This design comes from an exercise in tuning for small area on the open sky130 flow, not from production work.
In this exercise RTL edits were held to simulation tests only and were not proved equivalent to the original.
Power and IR drop assume default switching activity.

--- design.v ---
`timescale 1ns / 1ps
module nidhogg(
    input wire clk,
    input wire rst,
    input wire BTNL,
    input wire BTNR,
    input wire BTND,
    input wire BTNU,
    input wire BTNC,
    input wire sw,
    input wire PS2Data,
    input wire PS2Clk,
    output wire vs,
    output wire hs,
    output wire [3:0] r,
    output wire [3:0] g,
    output wire [3:0] b,
    output wire [11:0] rom_bg_addr,
    input  wire [11:0] rom_bg_data,
    output wire [11:0] rom_torch_up_addr,
    input  wire [11:0] rom_torch_up_data,
    output wire [11:0] rom_torch_down_addr,
    input  wire [11:0] rom_torch_down_data,
    output wire [11:0] rom_window_up_addr,
    input  wire [11:0] rom_window_up_data,
    output wire [11:0] rom_window_down_addr,
    input  wire [11:0] rom_window_down_data,
    output wire [11:0] rom_pl_head_addr,
    input  wire [11:0] rom_pl_head1_data,
    input  wire [11:0] rom_pl_head2_data,
    output wire [11:0] rom_pl_legs_addr,
    input  wire [11:0] rom_pl_legs1_data,
    input  wire [11:0] rom_pl_legs2_data,
    output wire [9:0]  rom_pl_sword_addr,
    input  wire [11:0] rom_pl_sword_data,
    output wire [11:0] rom_pr_head_addr,
    input  wire [11:0] rom_pr_head1_data,
    input  wire [11:0] rom_pr_head2_data,
    output wire [11:0] rom_pr_legs_addr,
    input  wire [11:0] rom_pr_legs1_data,
    input  wire [11:0] rom_pr_legs2_data,
    output wire [9:0]  rom_pr_sword_addr,
    input  wire [11:0] rom_pr_sword_data,
    output wire [13:0] rom_sign_l_addr,
    input  wire [11:0] rom_sign_l_data,
    output wire [13:0] rom_sign_r_addr,
    input  wire [11:0] rom_sign_r_data,
    output wire [9:0]  rom_crown_r_addr,
    input  wire [11:0] rom_crown_r_data,
    output wire [9:0]  rom_crown_l_addr,
    input  wire [11:0] rom_crown_l_data
);
    localparam [11:0] KEY = 12'h198;
    reg [10:0] H;
    reg [9:0]  V;
    always @(posedge clk)
        if (rst) begin
            H <= 0;
            V <= 0;
        end else if (H == 11'd1055) begin
            H <= 0;
            V <= (V == 10'd627) ? 10'd0 : V + 1'b1;
        end else
            H <= H + 1'b1;
    assign hs = (H >= 11'd845) && (H <= 11'd972);
    assign vs = (H >= 11'd845) ? ((V >= 10'd600) && (V <= 10'd622))
                               : ((V >= 10'd601) && (V <= 10'd623));
    wire vis0 = (H <= 11'd799) && (V <= 10'd599);
    reg [10:0] hb_, hc_, hd_, he_;
    reg [9:0]  vb_, vc_, vd_, ve_;
    reg visb, visc, visd, vise;
    always @(posedge clk)
        if (rst) begin
            hb_ <= 0; hc_ <= 0; hd_ <= 0; he_ <= 0;
            vb_ <= 0; vc_ <= 0; vd_ <= 0; ve_ <= 0;
            visb <= 1'b1; visc <= 1'b1; visd <= 1'b1; vise <= 1'b1;
        end else begin
            hb_ <= H;   vb_ <= V;   visb <= vis0;
            hc_ <= hb_; vc_ <= vb_; visc <= visb;
            hd_ <= hc_; vd_ <= vc_; visd <= visc;
            he_ <= hd_; ve_ <= vd_; vise <= visd;
        end
    reg [11:0] rgb_b;
    always @(posedge clk)
        if (rst || !vis0)      rgb_b <= 12'h000;
        else if (V > 10'd550)  rgb_b <= 12'h300;
        else if (V > 10'd520)  rgb_b <= 12'h333;
        else                   rgb_b <= rom_bg_data;
    assign rom_bg_addr = {vb_[5:0], hb_[5:0]};
    reg [4:0] board_out;
    reg [4:0] counterR, counterL, counterR_nxt, counterL_nxt;
    reg pos_reset;
    reg [11:0] xposR_o, xposL_o;      
    always @(posedge clk)
        if (rst) begin
            board_out <= 5;
            counterR <= 0;
            counterL <= 0;
            counterR_nxt <= 0;
            counterL_nxt <= 0;
            pos_reset <= 0;
        end else begin
            board_out <= 5'd5 - counterR + counterL;
            counterR <= counterR_nxt;
            counterL <= counterL_nxt;
            if ((xposR_o == 12'd40) && !pos_reset) begin
                pos_reset <= 1;
                counterR_nxt <= counterR + 1'b1;
            end else if ((xposL_o == 12'd696) && !pos_reset) begin
                counterL_nxt <= counterL + 1'b1;
                pos_reset <= 1;
            end else
                pos_reset <= 0;
        end
    wire [5:0] torch_ay = vc_[5:0] - 6'd36;
    wire [5:0] torch_ax = hc_[5:0] - 6'd10;
    assign rom_torch_up_addr    = {torch_ay, torch_ax};
    assign rom_torch_down_addr  = {torch_ay, torch_ax};
    assign rom_window_up_addr   = {torch_ay, torch_ax};
    assign rom_window_down_addr = {torch_ay, torch_ax};
    wire bo1 = (board_out == 5'd1) || (board_out == 5'd9);
    wire ltorch = bo1 || (board_out == 5'd7);
    wire rtorch = bo1 || (board_out == 5'd3);
    wire x_r  = (hb_ >= 11'd588) && (hb_ <= 11'd651);
    wire x_lt = (hb_ >= 11'd152) && (hb_ <= 11'd215);
    wire x_lw = (hb_ >= 11'd140) && (hb_ <= 11'd203);
    wire y_u  = (vb_ >= 10'd100) && (vb_ <= 10'd163);
    wire y_d  = (vb_ >= 10'd164) && (vb_ <= 10'd227);
    wire in_l = ltorch ? x_lt : x_lw;
    wire use_torch = in_l ? ltorch : rtorch;
    wire in_x = in_l || x_r;
    wire [11:0] d_down = use_torch ? rom_torch_down_data : rom_window_down_data;
    wire [11:0] d_up   = use_torch ? rom_torch_up_data   : rom_window_up_data;
    reg [11:0] rgb_c;
    always @(posedge clk)
        if (rst || !visb)                             rgb_c <= 12'h000;
        else if (in_x && y_d && (d_down != KEY))      rgb_c <= d_down;
        else if (in_x && y_u && (d_up != KEY))        rgb_c <= d_up;
        else                                          rgb_c <= rgb_b;
    wire dead_L, dead_R;           
    wire winL, winR;
    wire deadR_k = dead_R || winR || winL;
    wire deadL_k = dead_L || winL || winR;
    wire kclkf, kdataf;
    debouncer #(.COUNT_MAX(19), .COUNT_WIDTH(5)) db_clk (
        .clk(clk), .rst(rst), .I(PS2Clk), .O(kclkf));
    debouncer #(.COUNT_MAX(19), .COUNT_WIDTH(5)) db_data (
        .clk(clk), .rst(rst), .I(PS2Data), .O(kdataf));
    reg kclkf_prev;
    reg [7:0] datacur;
    reg [3:0] cnt;
    reg flag, pflag;
    localparam [2:0] K_OTHER = 3'd0, K_LEFT = 3'd1, K_RIGHT = 3'd2, K_JUMP = 3'd3,
                     K_UP = 3'd4, K_DOWN = 3'd5, K_THROW = 3'd6, K_BRK = 3'd7;
    reg [2:0] kc_lo;
    reg kc_hi_brk;
    reg [2:0] dc_class;
    always @(*)
        case (datacur)
            8'h6B:   dc_class = K_LEFT;
            8'h74:   dc_class = K_RIGHT;
            8'h29:   dc_class = K_JUMP;
            8'h75:   dc_class = K_UP;
            8'h72:   dc_class = K_DOWN;
            8'h5A:   dc_class = K_THROW;
            8'hF0:   dc_class = K_BRK;
            default: dc_class = K_OTHER;
        endcase
    always @(posedge clk)
        if (rst) begin
            kclkf_prev <= 1'b0;
            datacur <= 0;
            cnt <= 0;
            flag <= 1'b0;
            pflag <= 1'b0;
            kc_lo <= K_OTHER;
            kc_hi_brk <= 1'b0;
        end else begin
            kclkf_prev <= kclkf;
            if (kclkf_prev && !kclkf) begin
                if (cnt >= 4'd1 && cnt <= 4'd8) datacur <= {kdataf, datacur[7:1]};
                if (cnt == 4'd9) flag <= 1'b1;
                if (cnt == 4'd10) flag <= 1'b0;
                if (cnt <= 4'd9) cnt <= cnt + 1'b1;
                else if (cnt == 4'd10) cnt <= 0;
            end
            pflag <= flag;
            if (flag && !pflag) begin
                kc_hi_brk <= (kc_lo == K_BRK);
                kc_lo <= dc_class;
            end
        end
    wire kd_ok = (kc_lo != K_BRK) && !kc_hi_brk && !deadR_k;
    wire c_l = (kc_lo == K_LEFT),  c_r = (kc_lo == K_RIGHT), c_j = (kc_lo == K_JUMP);
    wire c_u = (kc_lo == K_UP),    c_d = (kc_lo == K_DOWN),  c_t = (kc_lo == K_THROW);
    reg RP_left_h, RP_right_h, RP_jump_h, RP_throw_h, RP_up_h, RP_down_h, sp_hold;
    wire RP_left  = kd_ok && (c_l || (RP_left_h  && (c_j || c_u || c_d || c_t)));
    wire RP_right = kd_ok && (c_r || (RP_right_h && (c_j || c_u || c_d || c_t)));
    wire RP_jump  = kd_ok && (c_j || (RP_jump_h  && (c_l || c_r || c_u || c_d || c_t)));
    wire RP_throw = kd_ok && (c_t || (RP_throw_h && (c_l || c_r || c_j || c_u || c_d)));
    wire RP_up    = RP_up_h   || (kd_ok && c_u);
    wire RP_down  = RP_down_h || (kd_ok && c_d);
    reg  RP_sp_nxt;                          
    wire RP_sp = kd_ok ? RP_sp_nxt : sp_hold;
    always @(posedge clk)
        if (rst) begin
            RP_left_h <= 0; RP_right_h <= 0; RP_jump_h <= 0; RP_throw_h <= 0;
            RP_up_h <= 0; RP_down_h <= 0; sp_hold <= 0;
        end else begin
            RP_left_h <= RP_left; RP_right_h <= RP_right; RP_jump_h <= RP_jump;
            RP_throw_h <= RP_throw; RP_up_h <= RP_up; RP_down_h <= RP_down;
            sp_hold <= RP_sp;
        end
    reg [11:0] RP_x_nxt, RP_x;
    reg [7:0]  RP_y_nxt, RP_y;
    reg [9:0]  RP_xs;
    reg [8:0]  RP_cnt;
    reg [6:0]  RP_cc;
    reg RP_falling, RP_legs;
    wire RP_S  = (RP_cnt == 9'd400);
    wire RP_Q  = (RP_cnt == 9'd0) || (RP_cnt == 9'd100) || (RP_cnt == 9'd200) || (RP_cnt == 9'd300);
    wire RP_y0 = (RP_y == 0);
    wire RP_s0 = (RP_xs == 0);
    wire RP_LR = RP_left || RP_right;
    always @(posedge clk)
        if (rst) begin
            RP_x_nxt <= 0; RP_y_nxt <= 0; RP_x <= 0; RP_y <= 0; RP_xs <= 0;
            RP_cnt <= 0; RP_cc <= 0; RP_falling <= 0; RP_sp_nxt <= 0; RP_legs <= 0;
        end else begin
            RP_x <= RP_x_nxt;
            RP_y <= RP_y_nxt;
            if (pos_reset) begin
                RP_x_nxt <= 0;
                RP_y_nxt <= 0;
            end else if (RP_S) begin
                RP_cnt <= 0;
                RP_cc <= RP_cc + 1'b1;
                if (RP_y0 && RP_s0) begin
                    if (RP_left)       RP_x_nxt <= RP_x + 1'b1;
                    else if (RP_right) RP_x_nxt <= RP_x - 1'b1;
                    else if (RP_jump)  begin RP_y_nxt <= RP_y + 1'b1; RP_falling <= 0; end
                    else if (RP_throw) RP_xs <= 1;
                    else if (RP_down)  RP_sp_nxt <= 0;
                    else if (RP_up)    RP_sp_nxt <= 1;
                end else if (!RP_y0 && RP_s0) begin
                    if (RP_y >= 8'd200) begin RP_y_nxt <= RP_y - 1'b1; RP_falling <= ~RP_falling; end
                    else if (RP_falling) RP_y_nxt <= RP_y - 1'b1;
                    else                 RP_y_nxt <= RP_y + 1'b1;
                    if (RP_left)       RP_x_nxt <= RP_x + 1'b1;
                    else if (RP_right) RP_x_nxt <= RP_x - 1'b1;
                    else if (RP_throw) RP_xs <= 1;
                    else if (RP_down)  RP_sp_nxt <= 0;
                    else if (RP_up)    RP_sp_nxt <= 1;
                end else if (RP_y0) begin
                    if (RP_xs > 10'd600) RP_xs <= 0;
                    else if (RP_left)  RP_x_nxt <= RP_x + 1'b1;
                    else if (RP_right) RP_x_nxt <= RP_x - 1'b1;
                    else if (RP_jump)  begin RP_y_nxt <= RP_y + 1'b1; RP_falling <= 0; end
                    else if (RP_down)  RP_sp_nxt <= 0;
                    else if (RP_up)    RP_sp_nxt <= 1;
                end else begin
                    if (RP_xs > 10'd200) RP_xs <= 0;
                    else if (RP_y >= 8'd200) begin RP_y_nxt <= RP_y - 1'b1; RP_falling <= ~RP_falling; end
                    else if (RP_falling) RP_y_nxt <= RP_y - 1'b1;
                    else                 RP_y_nxt <= RP_y + 1'b1;
                    if (RP_left)       RP_x_nxt <= RP_x + 1'b1;
                    else if (RP_right) RP_x_nxt <= RP_x - 1'b1;
                    else if (RP_down)  RP_sp_nxt <= 0;
                    else if (RP_up)    RP_sp_nxt <= 1;
                end
            end else begin
                RP_cnt <= RP_cnt + 1'b1;
                if (!RP_s0 && RP_Q)
                    RP_xs <= RP_xs + 1'b1;
                else if (RP_LR) begin
                    if (RP_cc < 7'd60)       RP_legs <= 1;
                    else if (RP_cc < 7'd120) RP_legs <= 0;
                    else                     RP_cc <= 0;
                end
            end
        end
    reg [11:0] LP_x_nxt, LP_x;
    reg [7:0]  LP_y_nxt, LP_y;
    reg [9:0]  LP_xs;
    reg [8:0]  LP_cnt;
    reg [6:0]  LP_cc;
    reg LP_falling, LP_legs, LP_sp_nxt, LP_sp;
    wire LP_S  = (LP_cnt == 9'd400);
    wire LP_Q  = (LP_cnt == 9'd0) || (LP_cnt == 9'd100) || (LP_cnt == 9'd200) || (LP_cnt == 9'd300);
    wire LP_y0 = (LP_y == 0);
    wire LP_s0 = (LP_xs == 0);
    wire LP_LR = BTNR || BTNL;
    always @(posedge clk)
        if (rst) begin
            LP_x_nxt <= 0; LP_y_nxt <= 0; LP_x <= 0; LP_y <= 0; LP_xs <= 0; LP_sp <= 0;
            LP_cnt <= 0; LP_cc <= 0; LP_falling <= 0; LP_sp_nxt <= 0; LP_legs <= 0;
        end else begin
            LP_x <= LP_x_nxt;
            LP_y <= LP_y_nxt;
            LP_sp <= LP_sp_nxt;
            if (pos_reset) begin
                LP_x_nxt <= 0;
                LP_y_nxt <= 0;
            end else if (deadL_k) begin
                if (BTNR || BTNL)    LP_x_nxt <= LP_x;
                else if (BTNC)       LP_y_nxt <= LP_y;
                else if (sw)         LP_xs <= 0;
                else if (BTND || BTNU) LP_sp_nxt <= LP_sp;
            end else if (LP_S) begin
                LP_cnt <= 0;
                LP_cc <= LP_cc + 1'b1;
                if (LP_y0 && LP_s0) begin
                    if (BTNR)      LP_x_nxt <= LP_x + 1'b1;
                    else if (BTNL) LP_x_nxt <= LP_x - 1'b1;
                    else if (BTNC) begin LP_y_nxt <= LP_y + 1'b1; LP_falling <= 0; end
                    else if (sw)   LP_xs <= 1;
                    else if (BTND) LP_sp_nxt <= 0;
                    else if (BTNU) LP_sp_nxt <= 1;
                end else if (!LP_y0 && LP_s0) begin
                    if (LP_y >= 8'd200) begin LP_y_nxt <= LP_y - 1'b1; LP_falling <= ~LP_falling; end
                    else if (LP_falling) LP_y_nxt <= LP_y - 1'b1;
                    else                 LP_y_nxt <= LP_y + 1'b1;
                    if (BTNR)      LP_x_nxt <= LP_x + 1'b1;
                    else if (BTNL) LP_x_nxt <= LP_x - 1'b1;
                    else if (sw)   LP_xs <= 1;
                    else if (BTND) LP_sp_nxt <= 0;
                    else if (BTNU) LP_sp_nxt <= 1;
                end else if (LP_y0) begin
                    if (LP_xs > 10'd600) LP_xs <= 0;
                    else if (BTNR) LP_x_nxt <= LP_x + 1'b1;
                    else if (BTNL) LP_x_nxt <= LP_x - 1'b1;
                    else if (BTNC) begin LP_y_nxt <= LP_y + 1'b1; LP_falling <= 0; end
                    else if (BTND) LP_sp_nxt <= 0;
                    else if (BTNU) LP_sp_nxt <= 1;
                end else begin
                    if (LP_xs > 10'd600) LP_xs <= 0;
                    else if (LP_y >= 8'd200) begin LP_y_nxt <= LP_y - 1'b1; LP_falling <= ~LP_falling; end
                    else if (LP_falling) LP_y_nxt <= LP_y - 1'b1;
                    else                 LP_y_nxt <= LP_y + 1'b1;
                    if (BTNR)      LP_x_nxt <= LP_x + 1'b1;
                    else if (BTNL) LP_x_nxt <= LP_x - 1'b1;
                    else if (BTND) LP_sp_nxt <= 0;
                    else if (BTNU) LP_sp_nxt <= 1;
                end
            end else begin
                LP_cnt <= LP_cnt + 1'b1;
                if (!LP_s0 && LP_Q)
                    LP_xs <= LP_xs + 1'b1;
                else if (LP_LR) begin
                    if (LP_cc < 7'd60)       LP_legs <= 1;
                    else if (LP_cc < 7'd120) LP_legs <= 0;
                    else                     LP_cc <= 0;
                end
            end
        end
    reg [11:0] RP_x_p, LP_x_p;
    reg [7:0]  RP_y_p, LP_y_p;
    reg [9:0]  RP_xs_p, LP_xs_p;
    reg RP_sp_p, LP_sp_p, RP_legs_p, LP_legs_p;
    always @(posedge clk) begin
        RP_x_p <= RP_x;   LP_x_p <= LP_x;
        RP_y_p <= RP_y;   LP_y_p <= LP_y;
        RP_xs_p <= RP_xs; LP_xs_p <= LP_xs;
        RP_sp_p <= RP_sp; LP_sp_p <= LP_sp;
        RP_legs_p <= RP_legs; LP_legs_p <= LP_legs;
    end
    wire [11:0] xposL  = 12'd75 + LP_x_p;
    wire [8:0]  yposL  = 9'd450 - LP_y_p;
    wire [11:0] xswL   = xposL + 12'd64 + LP_xs_p;
    wire [8:0]  yswL   = yposL + (LP_sp_p ? 9'd24 : 9'd55);
    wire [12:0] dxL  = {2'b0, hc_} - {1'b0, xposL};
    wire [10:0] dyL  = {1'b0, vc_} - {2'b0, yposL};
    wire [12:0] dxsL = {2'b0, hc_} - {1'b0, xswL};
    wire [10:0] dysL = {1'b0, vc_} - {2'b0, yswL};
    reg [8:0]  yposL_o, yswL_o;
    reg [11:0] xswL_o;
    reg [11:0] addrL;
    reg [9:0]  addrLs;
    always @(posedge clk) begin
        xposL_o <= xposL;
        yposL_o <= yposL;
        xswL_o  <= xswL;
        yswL_o  <= yswL;
        addrL   <= {dyL[5:0], dxL[5:0]};
        addrLs  <= {dysL[4:0], dxsL[4:0]};
    end
    assign rom_pl_head_addr  = addrL;
    assign rom_pl_legs_addr  = addrL;
    assign rom_pl_sword_addr = addrLs;
    wire inxL   = !dxL[12]  && (dxL[11:0]  >= 12'd2) && (dxL[11:0]  <= 12'd65);
    wire inyL   = !dyL[10]  && (dyL[9:0]   <= 10'd127);
    wire inHL   = inxL && inyL && !dyL[6];
    wire inLL   = inxL && inyL &&  dyL[6];
    wire inSL   = !dxsL[12] && (dxsL[11:0] >= 12'd2) && (dxsL[11:0] <= 12'd33)
               && !dysL[10] && (dysL[9:0] <= 10'd31);
    wire [11:0] headL = LP_sp_p   ? rom_pl_head2_data : rom_pl_head1_data;
    wire [11:0] legsL = LP_legs_p ? rom_pl_legs2_data : rom_pl_legs1_data;
    reg [11:0] rgb_d;
    always @(posedge clk)
        if (rst || !visc)                          rgb_d <= 12'h000;
        else if (inHL && (headL != KEY))           rgb_d <= dead_L ? 12'hf00 : headL;
        else if (inLL && (legsL != KEY))           rgb_d <= dead_L ? 12'hf00 : legsL;
        else if (inSL && (rom_pl_sword_data != KEY)) rgb_d <= dead_L ? 12'hf00 : 12'h000;
        else                                       rgb_d <= rgb_c;
    wire [11:0] xposR  = 12'd661 - RP_x_p;
    wire [8:0]  yposR  = 9'd450 - RP_y_p;
    wire [11:0] xswR   = xposR - 12'd32 - RP_xs_p;
    wire [8:0]  yswR   = yposR + (RP_sp_p ? 9'd24 : 9'd55);
    wire [12:0] dxR  = {2'b0, hd_} - {1'b0, xposR};
    wire [10:0] dyR  = {1'b0, vd_} - {2'b0, yposR};
    wire [12:0] dxsR = {2'b0, hd_} - {1'b0, xswR};
    wire [10:0] dysR = {1'b0, vd_} - {2'b0, yswR};
    reg [8:0]  yposR_o, yswR_o;
    reg [11:0] xswR_o;
    reg [11:0] addrR;
    reg [9:0]  addrRs;
    always @(posedge clk) begin
        xposR_o <= xposR;
        yposR_o <= yposR;
        xswR_o  <= xswR;
        yswR_o  <= yswR;
        addrR   <= {dyR[5:0], dxR[5:0]};
        addrRs  <= {dysR[4:0], dxsR[4:0]};
    end
    assign rom_pr_head_addr  = addrR;
    assign rom_pr_legs_addr  = addrR;
    assign rom_pr_sword_addr = addrRs;
    wire inxR   = !dxR[12]  && (dxR[11:0]  >= 12'd2) && (dxR[11:0]  <= 12'd65);
    wire inyR   = !dyR[10]  && (dyR[9:0]   <= 10'd127);
    wire inHR   = inxR && inyR && !dyR[6];
    wire inLR   = inxR && inyR &&  dyR[6];
    wire inSR   = !dxsR[12] && (dxsR[11:0] >= 12'd2) && (dxsR[11:0] <= 12'd33)
               && !dysR[10] && (dysR[9:0] <= 10'd31);
    wire [11:0] headR = RP_sp_p   ? rom_pr_head2_data : rom_pr_head1_data;
    wire [11:0] legsR = RP_legs_p ? rom_pr_legs2_data : rom_pr_legs1_data;
    reg [11:0] rgb_e;
    always @(posedge clk)
        if (rst || !visd)                          rgb_e <= 12'h000;
        else if (inHR && (headR != KEY))           rgb_e <= dead_R ? 12'hf00 : headR;
        else if (inLR && (legsR != KEY))           rgb_e <= dead_R ? 12'hf00 : legsR;
        else if (inSR && (rom_pr_sword_data != KEY)) rgb_e <= dead_R ? 12'hf00 : 12'h000;
        else                                       rgb_e <= rgb_d;
    reg dead_L_a, dead_R_a;
    wire [12:0] dA  = {1'b0, xswR_o} - {1'b0, xposL_o};
    wire [9:0]  dyA = {1'b0, yswR_o} - {1'b0, yposL_o};
    wire [13:0] dB  = {2'b0, xswL_o} + 14'd18 - {2'b0, xposR_o};
    wire [9:0]  dyB = {1'b0, yswL_o} - {1'b0, yposR_o};
    wire hitA = !dA[12] && (dA[11:0] >= 12'd7) && (dA[11:0] <= 12'd46)
             && !dyA[9] && (dyA[8:0] >= 9'd1) && (dyA[8:0] <= 9'd127);
    wire hitB = (xposR_o >= 12'd18) && !dB[13] && (dB[12:0] <= 13'd39)
             && !dyB[9] && (dyB[8:0] >= 9'd1) && (dyB[8:0] <= 9'd127);
    wire act_ok = (yswL_o != yswR_o) && !dead_L_a && !dead_R_a;
    always @(posedge clk)
        if (rst) begin
            dead_L_a <= 0;
            dead_R_a <= 0;
        end else begin
            dead_L_a <= act_ok && hitA;
            dead_R_a <= act_ok && !hitA && hitB;
        end
    dead_timer dt_R (.clk(clk), .reset(rst), .active(dead_R_a), .premature_stop(pos_reset), .death(dead_R));
    dead_timer dt_L (.clk(clk), .reset(rst), .active(dead_L_a), .premature_stop(pos_reset), .death(dead_L));
    wire [11:0] xcR = xposR_o + 12'd16;
    wire [8:0]  ycR = yposR_o - 9'd19;
    wire [11:0] xcL = xposL_o + 12'd16;
    wire [8:0]  ycL = yposL_o - 9'd19;
    wire [12:0] dxcR = {2'b0, he_} - {1'b0, xcR};
    wire [10:0] dycR = {1'b0, ve_} - {2'b0, ycR};
    wire [12:0] dxcL = {2'b0, he_} - {1'b0, xcL};
    wire [10:0] dycL = {1'b0, ve_} - {2'b0, ycL};
    reg [13:0] addr_sign;
    reg [9:0]  addr_cR, addr_cL;
    always @(posedge clk) begin
        addr_sign <= {ve_[6:0] - 7'd28, he_[6:0] - 7'd16};
        addr_cR   <= {dycR[4:0], dxcR[4:0]};
        addr_cL   <= {dycL[4:0], dxcL[4:0]};
    end
    assign rom_sign_l_addr  = addr_sign;
    assign rom_sign_r_addr  = addr_sign;
    assign rom_crown_r_addr = addr_cR;
    assign rom_crown_l_addr = addr_cL;
    wire in_cR = !dxcR[12] && (dxcR[11:0] >= 12'd2) && (dxcR[11:0] <= 12'd33)
              && !dycR[10] && (dycR[9:0] <= 10'd31);
    wire in_cL = !dxcL[12] && (dxcL[11:0] >= 12'd2) && (dxcL[11:0] <= 12'd33)
              && !dycL[10] && (dycL[9:0] <= 10'd31);
    wire sgn_y = (ve_ >= 10'd284) && (ve_ <= 10'd411);
    wire sgn_l = sgn_y && (he_ >= 11'd274) && (he_ <= 11'd401);
    wire sgn_r = sgn_y && (he_ >= 11'd402) && (he_ <= 11'd529);
    wire sgn   = sgn_l || sgn_r;
    wire [11:0] sgn_d = sgn_l ? rom_sign_l_data : rom_sign_r_data;
    wire condR = (board_out == 5'd1) && (xposR_o < 12'd200);
    wire condL = (board_out == 5'd9) && (xposL_o > 12'd536);
    reg winL_hold, winR_hold;
    assign winR = winR_hold || (vise && condR);
    assign winL = winL_hold || (vise && condL);
    always @(posedge clk)
        if (rst) begin
            winL_hold <= 0;
            winR_hold <= 0;
        end else begin
            winL_hold <= winL;
            winR_hold <= winR;
        end
    reg [11:0] rgb_f;
    always @(posedge clk)
        if (rst || !vise)                                rgb_f <= 12'h000;
        else if (condR) begin
            if (in_cR && (rom_crown_r_data != KEY))      rgb_f <= rom_crown_r_data;
            else if (sgn && (sgn_d == 12'hB0F))          rgb_f <= 12'hCF0;
            else if (sgn && (sgn_d == 12'h305))          rgb_f <= 12'h774;
            else                                         rgb_f <= rgb_e;
        end else if (condL) begin
            if (in_cL && (rom_crown_l_data != KEY))      rgb_f <= rom_crown_l_data;
            else if (sgn && (sgn_d != KEY))              rgb_f <= sgn_d;
            else                                         rgb_f <= rgb_e;
        end else                                         rgb_f <= rgb_e;
    assign {r, g, b} = rgb_f;
endmodule
module debouncer(
    input clk,
    input rst,
    input I,
    output reg O
    );
    parameter COUNT_MAX=255, COUNT_WIDTH=8;
    reg [COUNT_WIDTH-1:0] count;
    reg Iv;
    always@(posedge clk)
        if (rst) begin
            count <= 'b0;
            Iv <= 1'b0;
            O <= 1'b0;
        end else if (I == Iv) begin
            if (count == COUNT_MAX)
                O <= I;
            else
                count <= count + 1'b1;
        end else begin
            count <= 'b0;
            Iv <= I;
        end
endmodule
module dead_timer(
    input wire clk,
    input wire reset,
    input wire active,
    input wire premature_stop,
    output reg death
    );
    reg [15:0] counter;
    localparam DEAD_TIME = 50000;
    always @(posedge clk)
        if (reset || premature_stop) begin
            death <= 0;
            counter <= 0;
        end else if (active || ((counter < DEAD_TIME) && (counter != 0))) begin
            counter <= counter + 1'b1;
            death <= 1;
        end else begin
            death <= 0;
            counter <= 0;
        end
endmodule
--- run.sh ---
#!/bin/bash
# synth_recipe.tcl (not shown) runs the flow's synth.tcl, then flattens the netlist and writes it again
# the make line also repeats each setting of config.mk as NAME=value (left out here)
make -C /OpenROAD-flow-scripts/flow DESIGN_CONFIG=/design/flow/config.mk WORK_HOME=/design/flow/orfs CLKGATE_MAP_FILE= SYNTH_SCRIPT=/design/flow/synth_recipe.tcl finish
--- config.mk ---
export PLATFORM = sky130hd
export DESIGN_NAME = nidhogg
export DESIGN_NICKNAME = nidhogg
export VERILOG_FILES = /design/flow/design.v
export SDC_FILE = /design/flow/constraint.sdc
export NUM_CORES = 4
export LEC_CHECK = 0
export CAP_MARGIN = 20
export CORE_MARGIN = 2
export CORE_UTILIZATION = 40
export SLEW_MARGIN = 20
--- constraint.sdc ---
create_clock -name core_clock -period 25.0 [get_ports {clk}]
set_input_delay 5.0000 -clock core_clock [delete_from_list [all_inputs] [get_ports {clk}]]
set_output_delay 5.0000 -clock core_clock [all_outputs]
set_load 0.01 [all_outputs]
==> summary.txt <==
layer usage:
metal,vias to the layer above,part of all wire,wire length (um),track usage
met2,759,0.47,52920,0.3940
met1,14870,0.45,51570,0.3067
met5,-,0,0,0
li1,15620,-,-,-
met4,0,0.035,3988,0.08633
met3,164,0.045,5132,0.03156
layout by cell type, fill, tap and decap left out, drive strengths merged, types with 53 or more instances in the layout:
master	n
and3	59
nor2	437
clkbuf	101
dfxtp	638
xor2	104
nor2b	178
clkdlybuf4s50	426
xnor2	198
nand2	214
nor3	97
mux2i	95
a21o	53
inv	324
nand3	119
o21ai	176
a21oi	239
ha	299
cells by family after synthesis:
logic type / share of synthesized area
adders and majority gates: 0.1152
DFF: 0.3476
and+or+nand+nor: 0.2084
buffers and inverters: 0.06331
xor gates and xnor gates: 0.07445
muxes: 0.03017
AOI/OAI and AO/OA: 0.1609
worst max-delay path: stages (launching register included):
cell	delay, ns
dfxtp_1	0.40
inv_1	0.45
ha_1	0.28
inv_1	0.05
a21oi_1	0.17
xor2_1	0.47
clkdlybuf4s50_1	0.65
cell type report:
| cell class | instances | area [um^2] |
|---|---|---|
| inverter | 323 | 1217 |
| tap | 1186 | 1484 |
| sequential | 638 | 12770 |
| timing repair buffer | 453 | 4473 |
| fill | 8817 | 47090 |
| clock inverter | 42 | 488.0 |
| multi-input combinational | 3098 | 21680 |
| antenna | 2 | 5.005 |
| clock buffer | 100 | 2177 |
worst max path at each step:
stage | from | endpoint | depth (start not counted) | slack [ns]
global placement | rom_crown_l_data[1] | rgb_f[6] | 11 | 16.64
global route | hc_[1] | rom_torch_up_addr[5] | 6 | 16.70
CTS | hc_[1] | rom_torch_up_addr[5] | 6 | 16.81
floorplan | rom_crown_l_data[8] | rgb_f[4] | 11 | 17.71
finish | hc_[1] | rom_torch_up_addr[5] | 6 | 16.90
detailed placement | rom_crown_l_data[1] | rgb_f[6] | 11 | 16.58
cells in the mapped netlist, types with 16 or more instances:
master	number	share of area
nor4bb_1	16	0.0044
o21bai_1	17	0.0035
a211o_1	22	0.0052
mux2i_1	95	0.026
nand3_1	119	0.016
xnor2_1	198	0.047
nand3b_1	22	0.0045
a21o_1	53	0.011
nor2_1	437	0.045
a2111oi_0	18	0.0043
o2111ai_1	21	0.0050
nand4_1	33	0.0056
a21oi_1	239	0.033
dfxtp_1	638	0.35
nor4_1	38	0.0065
and3_1	58	0.0099
o31ai_1	17	0.0035
clkbuf_1	98	0.010
nand2b_1	39	0.0066
nor2b_1	178	0.030
or4_1	16	0.0033
a31oi_1	47	0.0080
o211ai_1	18	0.0037
nor4b_1	46	0.011
o21ai_0	163	0.022
or2_2	34	0.0058
ha_1	299	0.10
a211oi_1	52	0.011
nand2_1	213	0.022
and2_1	25	0.0043
xor2_1	104	0.025
fa_1	24	0.013
or3_1	31	0.0053
o21a_1	47	0.0096
inv_1	321	0.033
nor3_1	97	0.013
buf_4	89	0.018
power by group:
part           internal, mW  switching (mW)
Combinational        0.0681          0.0627
Sequential             1.03         0.00830
Clock                 0.710           0.453
Total                  1.80           0.524
metrics by stage:
stage	utilization	instances	hold slack (ns)	area, um^2
floorplan	-	4263	0.3249	36740
global placement	0.4553	5698	0.3340	41610
detailed placement	0.4553	5698	0.3382	41610
CTS	0.4845	5840	0.3498	44280
global route	0.4847	5840	0.3585	44290
finish	0.4847	5842	0.3522	44300
registers in the layout, summed over array words and instances, names as in the netlist, 12 cells and up, named ones only:
name,flops
LP_x,12
LP_x_nxt,12
LP_x_p,12
RP_x,12
RP_x_nxt,12
RP_x_p,12
addrL,12
addrR,12
addr_sign,14
dt_L.counter,16
dt_R.counter,16
rgb_b,12
rgb_c,12
rgb_d,12
rgb_e,12
rgb_f,12
xposL_o,12
xposR_o,12
xswL_o,12
xswR_o,12
==> summary.txt <==
Final WS setup 16.90 ns; DIE WIDTH roughly 310 um; first-pass GRT wire length roughly 170 mm; crit path kind reg2out; Worst setup EP type output port; Worst-Margin Slew about 1.1 ns; Fin Clk Skew between 0.02 and 0.03 ns; H-Tree Depth 3; Crit path required time 20.00 ns; Final Slew Violations 0; TritonCTS Buffers 76; Core ar. approximately 91000 um^2; largest net degree at the start of global routing 62; HP Class reg2reg; worst ir drop on vdd about 56 uV; initial antenna violation count 5; Starting Density 0.4020; Die Y 307.1 um; Distinct cells, synth 92; Setup TNS 0 ns; CP startpoint kind flop; Mapped Cells roughly 4.3k; RSZ-0062 raised after global routing false; FF-to-FF End rgb_e[2]; Finish-stage setup viols 0; drt wl/cell about 20 um; GRT Util Overall 0.2346; row count approximately 110; syn_nets between 4k and 5k; synthesized flop and latch total roughly 640; final net count around 5.2k; number of vias per cell about 5.4; synthesized area approximately 37000 um^2; Skew-Pair Late Insertion Delay around 0.63 ns; ys async rst share 0; I/O Buffers between 400 and 500; reg2reg start RP_x_p[1]; Setup WS pre-CTS between 15 and 20 ns; Hold Path Cell Cnt 0; Post-CTS Setup Inserts 0; WP data arrival about 3.1 ns; r2r worst-path depth 22; crit path max fanout 8; routability cong. just under 1; Yosys warnings 3; Mean Syn Cell Area 8.618 um^2; status finished clean; Max Clk Rate approximately 120 MHz; Post-synth EDFFs 0; Max-cap violations 0; vias approximately 31k; Worst Hold End RP_legs_p; CTS Buffer Depth 3; share of cells above drive strength 1 0.05221; fin crit period a little over 8 ns; Synth Flop Type dfxtp_1; slew margin rel. 0.2721; Pre-Repair DR Iteration Count 5; Total Power approximately 2.3 mW; P_leak about 18 nW; Antenna Nets Post-Route 0; gr ovfl total 0; FF-to-FF setup slack 18.96 ns; register area share after synthesis 0.3476; CTS tree built; Clock transition at path regs 0.06 ns; Routed WL between 100 and 150 mm; DR DRC count 0; final hold vios 0; Iter 0 DRT Violations roughly 2.2k; Final HPWL DP 90.55 mm; number of clock sinks between 600 and 700; I/O pins 428; PostCTS Resize Cnt 0; HP Start RP_legs; Root Driver clkbuf_16; Power Dens Cells 52.55 nW/um^2; Tcrit/Tclk final 0.3241; vias in the first global route approximately 30k; full die area approximately 94000 um^2; CTS Hold Bufs 0; area delta synth->final 20.57%

[separate check: timing with driven ports]
No port has a modelled driver above. Below, the same layout with a new extraction and two added sets of constraints.
Step 1, drivers: a clkbuf_16 drives clk and a buf_2 each remaining input, both assumed.
Step 2 moves the port delays by t, midway between the first and last clock arrival at a register: inputs arrive t later, outputs are due t later. That takes back most of the time a late clock gives input paths.
Slacks: no drivers / after step 1 / after step 2; pairs: no drivers / after step 1.
t (ns): 0.686
setup slack, ns: 16.898 / 16.830 / 16.579
latest minus earliest clock arrival (ns): 0.029 / 0.029
worst data-port slew with drivers (ns): 0.07
After both steps this run still meets setup and hold. For this run, drivers alone change the setup slack by -0.068 ns; drivers and shift together by -0.319 ns.
